This is an optimization exercise on Yosys and OpenROAD, whose aim is small area, not a production implementation. Where RTL was checked, it was by simulation tests only, not by an equivalence proof against the original. No activity file was given, so power comes from the tool's default toggle rates.

before:
==> flow/design.v <==
`timescale 1ns / 1ps
module apb_master#(parameter addr_width =5 , data_width = 16) (
    input bit pclk,
    input bit preset_n,
    input logic pready,
    input logic transfer,
    input logic [data_width - 1 : 0] prdata,
    input logic [addr_width - 1 : 0] apb_paddr,
    input logic apb_control,
    output logic [addr_width - 1 : 0] paddr,
    output logic pselx,
    output bit penable,
    output logic pwrite,
    output logic [data_width - 1 : 0] apb_prdata
);
logic sel_q, en_q;
logic [data_width - 1 : 0] temp_apb_prdata;
always_ff @(posedge pclk, negedge preset_n) begin
    if (!preset_n) begin
        sel_q <= 1'b0;
        en_q  <= 1'b0;
    end else if (en_q) begin
        sel_q <= !pready;
        en_q  <= !pready;
    end else if (sel_q) begin
        sel_q <= transfer;
        en_q  <= transfer;
    end else begin
        sel_q <= transfer;
        en_q  <= 1'b0;
    end
end
assign pselx   = sel_q;
assign penable = en_q;
assign paddr   = sel_q ? apb_paddr : '0;
assign pwrite  = apb_control;
always_ff @(posedge pclk, negedge preset_n) begin
    if (!preset_n)
        temp_apb_prdata <= '0;
    else if (pready && !apb_control)
        temp_apb_prdata <= prdata;
end
assign apb_prdata = temp_apb_prdata;
endmodule
`timescale 1ns / 1ps
module apb_slave#(
    parameter addr_width = 5,
    parameter data_width = 16
)(
    input  logic pclk,
    input  logic preset_n,
    input  logic pselx,
    input  logic penable,
    input  logic pwrite,
    input  logic [addr_width - 1 : 0] paddr,
    input  logic [data_width - 1 : 0] pwdata,      
    output logic [data_width - 1 : 0] apb_spwdata,
    output logic [data_width - 1 : 0] prdata,
    output logic pready
);
    localparam int N = 2**addr_width;
    localparam int H = N / 2;
    localparam logic [1:0] IDLE = 2'b00, SETUP = 2'b01, ACCESS = 2'b10;
    logic [1:0] present_state, next_state;
    always_ff @(posedge pclk or negedge preset_n) begin
        if (!preset_n)
            present_state <= IDLE;
        else
            present_state <= next_state;
    end
    always_comb begin
        case (present_state)
            IDLE:    next_state = (pselx && !penable) ? SETUP : IDLE;
            SETUP:   next_state = (pselx && penable) ? ACCESS : IDLE;
            ACCESS:  next_state = !pselx ? IDLE : SETUP;
            default: next_state = IDLE;
        endcase
    end
    always_ff @(posedge pclk or negedge preset_n) begin
        if (!preset_n)
            pready <= 1'b0;
        else
            pready <= (present_state == ACCESS);
    end
    logic [data_width-1:0] ring [0:N-1];
    logic [data_width-1:0] rd_q;
    logic [addr_width-1:0] cnt;
    logic                  wr_pend, rd_pend;
    logic [addr_width-1:0] pos;
    wire                   wr    = pready && pwrite;
    wire                   rd    = pready && !pwrite;
    wire                   wr_do = wr_pend && !pos[0];
    wire                   rd_do = rd_pend && !pos[0];
    always_ff @(posedge pclk) begin
        cnt     <= cnt + 1'b1;
        wr_pend <= wr || (wr_pend && pos[0]);
        rd_pend <= rd || (rd_pend && pos[0]);
        pos     <= pready ? paddr + cnt + 1'b1 : pos + 1'b1;
    end
    logic [H-1:0] psel, wsel, wseln, rseln;
    always_comb
        for (int k = 0; k < H; k++) begin
            psel[k]  = (pos[addr_width-1:1] == k[addr_width-2:0]);
            wsel[k]  = wr_do && psel[k];
            wseln[k] = !wsel[k];
            rseln[k] = !psel[k];
        end
    for (genvar p = 0; p < N; p++) begin : g_ring
        if (p % 2 == 1) begin : g_load
            wire [data_width-1:0] a = (p % 4 == 1) ? apb_spwdata : ~apb_spwdata;
            for (genvar i = 0; i < data_width; i++) begin : g_bit
                wire d;
                apb_imux u_mux (.s(wsel[p/2]), .sn(wseln[p/2]), .a(a[i]), .b(ring[p-1][i]), .y(d));
                always_ff @(posedge pclk)
                    ring[p][i] <= d;
            end
        end else begin : g_shift
            always_ff @(posedge pclk)
                ring[p] <= ring[(p + N - 1) % N];
        end
    end
    wire wr_data = wr && pselx;
    always_ff @(posedge pclk)
        apb_spwdata <= ({data_width{wr_data}} & pwdata) | ({data_width{!wr}} & apb_spwdata);
    localparam logic [H-1:0] INV = 16'hAAAA;
    logic [data_width-1:0] rdata;
    for (genvar i = 0; i < data_width; i++) begin : g_rd
        logic [H-1:0] col;
        for (genvar k = 0; k < H; k++) begin : g_col
            assign col[k] = ring[2*k][i];
        end
        apb_rmux #(.N(H), .INV(INV)) u_rmux (.s(psel), .sn(rseln), .d(col), .y(rdata[i]));
    end
    assign prdata = rd_do ? rdata : rd_q;
    always_ff @(posedge pclk)
        rd_q <= prdata;
endmodule
module apb_imux (
    input  logic s,
    input  logic sn,
    input  logic a,
    input  logic b,
    output logic y
);
    assign y = ~((sn | a) & (s | b));
endmodule
module apb_rmux #(parameter N = 16, parameter logic [N-1:0] INV = '0) (
    input  logic [N-1:0] s,
    input  logic [N-1:0] sn,
    input  logic [N-1:0] d,
    output logic         y
);
    always_comb begin
        y = 1'b0;
        for (int k = 0; k < N; k++)
            if (INV[k])
                y = y | !(sn[k] | d[k]);
            else
                y = y | (s[k] & d[k]);
    end
endmodule
`timescale 1ns / 1ps
module apb_wrapper#(parameter addr_width = 5, data_width = 16)(
    input bit pclk,                   
    input bit preset_n,               
    input logic transfer,  
    input logic [addr_width - 1 : 0] apb_paddr,  
    input logic [data_width - 1 : 0] apb_pwdata,  
    input logic apb_control ,         
    output logic [data_width - 1 : 0] apb_spwdata,   
    output logic [data_width - 1 : 0] apb_prdata  
    );
    logic [addr_width-1:0] paddr;
    logic pselx;
    bit penable;
    logic pwrite;
    logic                    pready;
    logic [data_width -1:0]  prdata;
    apb_master #(.addr_width(addr_width), .data_width(data_width)) DUT (
        .pclk(pclk),
        .preset_n(preset_n),
        .pready(pready),
        .transfer(transfer),
        .prdata(prdata),
        .apb_paddr(apb_paddr),
        .apb_control(apb_control),
        .paddr(paddr),
        .pselx(pselx),
        .penable(penable),
        .pwrite(pwrite),
        .apb_prdata(apb_prdata)
    );
     apb_slave #(
        .addr_width(addr_width),
        .data_width(data_width)
    ) dut (
        .pclk       (pclk),
        .preset_n   (preset_n),
        .pselx      (pselx),
        .penable    (penable),
        .pwrite     (pwrite),
        .paddr      (paddr),
        .pwdata     (apb_pwdata),
        .apb_spwdata(apb_spwdata),
        .prdata     (prdata),
        .pready     (pready)
    );
endmodule
export LEC_CHECK = 0
export CAP_MARGIN = 20
export CORE_MARGIN = 2
export CORE_UTILIZATION = 40
export GPL_TIMING_DRIVEN = 0
export SLEW_MARGIN = 20
export SYNTH_HIERARCHICAL = 1
export SYNTH_MINIMUM_KEEP_SIZE = 0
create_clock -name core_clock -period 5.0 [get_ports {pclk}]
standard.sh (not shown) runs the stock make flow with config.mk's settings and CLKGATE_MAP_FILE= SYNTH_SCRIPT=/design/flow/synth_recipe.tcl, a recipe that flattens the netlist after the stock synthesis.
==> flow/flow/run.sh <==
#!/bin/bash
# Layout flow: the standard flow (standard.sh) with these changes, made
# through ORFS's own variables and a wrapper around the synthesis script:
#  - synthesis: the standard flow's synthesis script unchanged, except that ABC maps the
#    logic for area (flow/abc_area.script) instead of ORFS's delay script;
#    registers are mapped before ABC runs, so they are the standard ones,
#  - clock tree synthesis without dummy loads, with clkbuf_8 buffers and
#    smaller sink clusters,
#  - port buffers of the smallest buffer cell.
# make's full output goes to standard.log here; ORFS's per-step logs stay
# under orfs/logs/.
set -euo pipefail
here=$(pwd)
flowdir=$(cd "$(dirname "$0")" && pwd)

orig=$(grep -o 'SYNTH_SCRIPT=[^ ]*' standard.sh | head -1 | cut -d= -f2-)
cat > "$here/area_synth.tcl" <<EOT
# ABC with the area script; drop the delay target and its constraints
proc abc {args} {
  set keep {}
  set skip 0
  foreach a \$args {
    if {\$skip} { set skip 0; continue }
    if {\$a in {-script -D -constr}} { set skip 1; continue }
    lappend keep \$a
  }
  yosys abc -script $flowdir/abc_area.script {*}\$keep
}
source $orig
EOT
sed "s#SYNTH_SCRIPT=[^ ]*#SYNTH_SCRIPT=$here/area_synth.tcl#" standard.sh > area_standard.sh

export CTS_ARGS="-sink_clustering_enable -repair_clock_nets -dont_use_dummy_load -buf_list sky130_fd_sc_hd__clkbuf_8 -sink_clustering_size 16 -sink_clustering_max_diameter 60"
export BUFFER_PORTS_ARGS="-buffer_cell sky130_fd_sc_hd__buf_1"
bash area_standard.sh > standard.log 2>&1
==> flow/flow/abc_area.script <==
strash
dch
amap
What after does differently from before at the input level:
-- flow/design.v --
<<< before, line 151
    output logic         y
);
    always_comb begin
        y = 1'b0;
        for (int k = 0; k < N; k++)
            if (INV[k])
                y = y | !(sn[k] | d[k]);
            else
                y = y | (s[k] & d[k]);
    end
endmodule
`timescale 1ns / 1ps
>>> after, line 151
    output logic         y
);
    localparam int NP = N / 2;
    logic [NP-1:0] ps, pd, qsn, qd;
    always_comb begin
        int ip, iq;
        ip = 0; iq = 0;
        ps = '0; pd = '0; qsn = '0; qd = '0;
        for (int k = 0; k < N; k++)
            if (INV[k]) begin
                qsn[iq] = sn[k]; qd[iq] = d[k]; iq++;
            end else begin
                ps[ip] = s[k]; pd[ip] = d[k]; ip++;
            end
    end
    logic [NP/2-1:0] pn, qp;
    for (genvar j = 0; j < NP/2; j++) begin : g_pair
        apb_rsel_aoi u_p (.s1(ps[2*j]), .d1(pd[2*j]), .s2(ps[2*j+1]), .d2(pd[2*j+1]), .y(pn[j]));
        apb_rsel_oai u_q (.sn1(qsn[2*j]), .d1(qd[2*j]), .sn2(qsn[2*j+1]), .d2(qd[2*j+1]), .y(qp[j]));
    end
    assign y = !(&pn) || (|qp);
endmodule
module apb_rsel_aoi (
    input  logic s1, d1, s2, d2,
    output logic y
);
    assign y = !((s1 && d1) || (s2 && d2));
endmodule
module apb_rsel_oai (
    input  logic sn1, d1, sn2, d2,
    output logic y
);
    assign y = !((sn1 || d1) && (sn2 || d2));
endmodule
`timescale 1ns / 1ps
==> summary.txt <==
On wire length per cell: after sits below before.
Relative to before, the cell count after synthesis measured on after has increased by a few percent.
From before to after the numbers moved as follows: fmax rose by 8.7%, power share of the combinational group saw a decrease.
Between after and before, global-route track usage on met2 is higher for before, after comes in under that.
Of after and before, it is after that has the lower first-pass GRT wire length.
after gives less routed wire length than before did.
Compared with before, after shows a lower worst hold slack.
Only the layout flow was run in before; the RTL was not checked for function there.

==> afterwards: timing with drivers on the ports <==
How much do the figures lean on ideal ports? The routed layouts below were timed once more, with nothing changed but the port constraints.
Step 1 (the two cells are an assumption about what drives the block):
set clk [get_ports {pclk}]
set_driving_cell -lib_cell sky130_fd_sc_hd__clkbuf_16 $clk
set_driving_cell -lib_cell sky130_fd_sc_hd__buf_2 [delete_from_list [all_inputs] $clk]
Step 2 times the ports against the registers' clock, not the clock port: input delays grow and output delays shrink by t, the midpoint of the rising clock arrivals with the driver on.
Slacks: no drivers / after step 1 / after step 2; pairs: no drivers / after step 1.
run | t (ns) | setup slack, ns | worst setup path after step 2
before | 0.617 | 0.489 / 0.489 / 0.489 | register to register
after | 0.625 | 0.850 / 0.850 / 0.850 | register to register
After both steps every run listed still meets setup and hold.
